Context: an optimization exercise on an open-source flow, tuned for a short achievable clock period and few clock cycles. The choices shown serve that exercise and are no tape-out recipe.
Function was checked by simulation only, so behaviour that the tests miss may differ from the original.
Power and IR drop assume default switching activity.

== v26 ==
Design RV32nexpo, start of the top module:
module RV32nexpo (
  input rst,
  input clk,
  output error,
  output end_prog,
  input  [31:0] InstrData,
  output [31:0] InstrAddr,
  input  [31:0] mem_in,
  output [31:0] mem_out,
  output [31:0] mem_address,
  output [3:0]  mem_mask,
  output mem_read,
  output mem_write
);
Size in the first run: ~9300 cells after synthesis, ~2600 flip-flops, about 170 I/O pins, roughly 120000 um2 of cells after synthesis.
==> flow/config.mk <==
export PLATFORM = sky130hd
export DESIGN_NAME = RV32nexpo
export DESIGN_NICKNAME = RV32nexpo
export VERILOG_FILES = /design/flow/design.v
export SDC_FILE = /design/flow/constraint.sdc
export NUM_CORES = 4
export LEC_CHECK = 0
export ABC_CLOCK_PERIOD_IN_PS = 2500
export CAP_MARGIN = 20
export CORE_MARGIN = 2
export CORE_UTILIZATION = 55
export SLEW_MARGIN = 20
==> flow/constraint.sdc <==
create_clock -name core_clock -period 10.0 [get_ports {clk}]
set_input_delay 2.0000 -clock core_clock [delete_from_list [all_inputs] [get_ports {clk}]]
set_output_delay 2.0000 -clock core_clock [all_outputs]
set_load 0.01 [all_outputs]
standard.sh (not shown) runs the stock make flow with config.mk's settings and CLKGATE_MAP_FILE= SYNTH_SCRIPT=/design/flow/synth_recipe.tcl, a recipe that flattens the netlist after the stock synthesis.
==> flow/flow/run.sh <==
#!/bin/bash
# The standard layout (standard.sh: ORFS synthesis to final) with two
# layout settings changed; the clock, its period and the I/O constraints are
# the standard flow's, unchanged:
# - SETUP_SLACK_MARGIN: repair_timing works until the worst setup slack is
#   this many ns (or it can do no better);
# - BUFFER_PORTS_ARGS: every input and output port still gets a buffer, a
#   buf_4 instead of the default delay buffer.
# ORFS writes each step's full log under orfs/logs/; make's own output goes
# to orfs_make.log here.
set -euo pipefail
bash standard.sh SETUP_SLACK_MARGIN=6.5 "BUFFER_PORTS_ARGS=-buffer_cell sky130_fd_sc_hd__buf_4" finish > orfs_make.log 2>&1
Testbench counts of v26, summed over its fixed seeds: cycles 27,897.
Relative to v26, the following input files were edited for v8:
--- a/flow/design.v
+++ b/flow/design.v
@@ -362,18 +362,18 @@
   wire D_fastC = d_v & !D_kill & ((!d_fp & ((D_isJAL & !D_jalShort) | (D_isBRANCH & d_ir[31] & !D_earlyNT))) |
                                   (d_fp & D_earlyNT));
   wire D_fast  = D_fastC & !r_redir & !rd_redir & !D_stall;
   wire D_redir = d_v & (D_fpbad | (D_jrKnown & !D_jrShort & !d_fp & !D_kill));
   wire [31:2] D_rtgt = d_fp ? D_link : D_jrTgt;
   wire E_recover = E_skip & d_v & !D_stall & (D_redir | D_fastC | d_fp);
-  wire        F_alt   = rst | r_redir | rd_redir | (D_stall & i_v) | D_fast;
-  wire [31:2] F_altpc = rst ? 30'd0 : r_redir ? (r_useB ? r_tgtB : r_tgt) : rd_redir ? rd_tgt :
+  wire        F_alt   = rst_r | r_redir | rd_redir | (D_stall & i_v) | D_fast;
+  wire [31:2] F_altpc = rst_r ? 30'd0 : r_redir ? (r_useB ? r_tgtB : r_tgt) : rd_redir ? rd_tgt :
                         D_fast ? (D_earlyNT ? D_link : D_tgt) : i_pc;
   always @(posedge clk) begin
     f_pc <= F_alt ? F_altpc : F_next;
-    if (rst | r_redir | rd_redir | D_fast) begin
+    if (rst_r | r_redir | rd_redir | D_fast) begin
       i_v  <= 1'b0;
       d_v  <= 1'b0;
     end else if (D_stall) begin
       i_v  <= !i_v;             
     end else begin
       i_v  <= 1'b1;
Notes after the runs:
v8 vs. v26: critical path data required time went up, worst hold slack went up.
~same post-synthesis share of cell area spent on full adders, half adders and majority gates in v26 and v8
Summary of v8 over v26: area after synthesis decreased by 0.60% relative to the old numbers, number of diodes decreased by 11 relative to the old numbers, power of the combinational group decreased by 10% relative to the old numbers.
Measured against each other, v26 and v8 differ in register-to-register slack, the higher figure coming from v8.
v8 against v26: non-clock buffer count fell 2.7%; worst supply voltage drop on vdd went up 7.3%; buffers plus inverters on the worst setup path -1; multi-input gate share of total cell area fell by 0.48 points.
Comparing v26 and v8, sequential share of layout area is lower on v26.
Testbench counts of v8, summed over its fixed seeds: cycles 27,945.

-- afterwards: timing with drivers on the ports --
No port has a modelled driver above. Below, the same layouts with a new extraction and two added sets of constraints. Step 1, drivers: a clkbuf_16 drives clk and a buf_2 each remaining input, both assumed. Step 2 adds t to the input delays and takes it off the output delays; t is the mean of the earliest and latest rising clock arrival at the registers after step 1. Input paths then give back, and output paths get back, about the clock's delay inside the block. Three values: no drivers, after step 1, after step 2; two values: the first two.
run | shift t [ns] | setup slack, ns | worst data-port slew with drivers (ns)
v26 | 1.010 | 6.207 / 6.204 / 5.349 | 0.35
v8 | 1.041 | 6.298 / 6.298 / 5.642 | 0.17
After both steps setup and hold are still met in every run listed. For v26, which loses most, drivers alone change the setup slack by -0.003 ns; drivers and shift together by -0.858 ns.
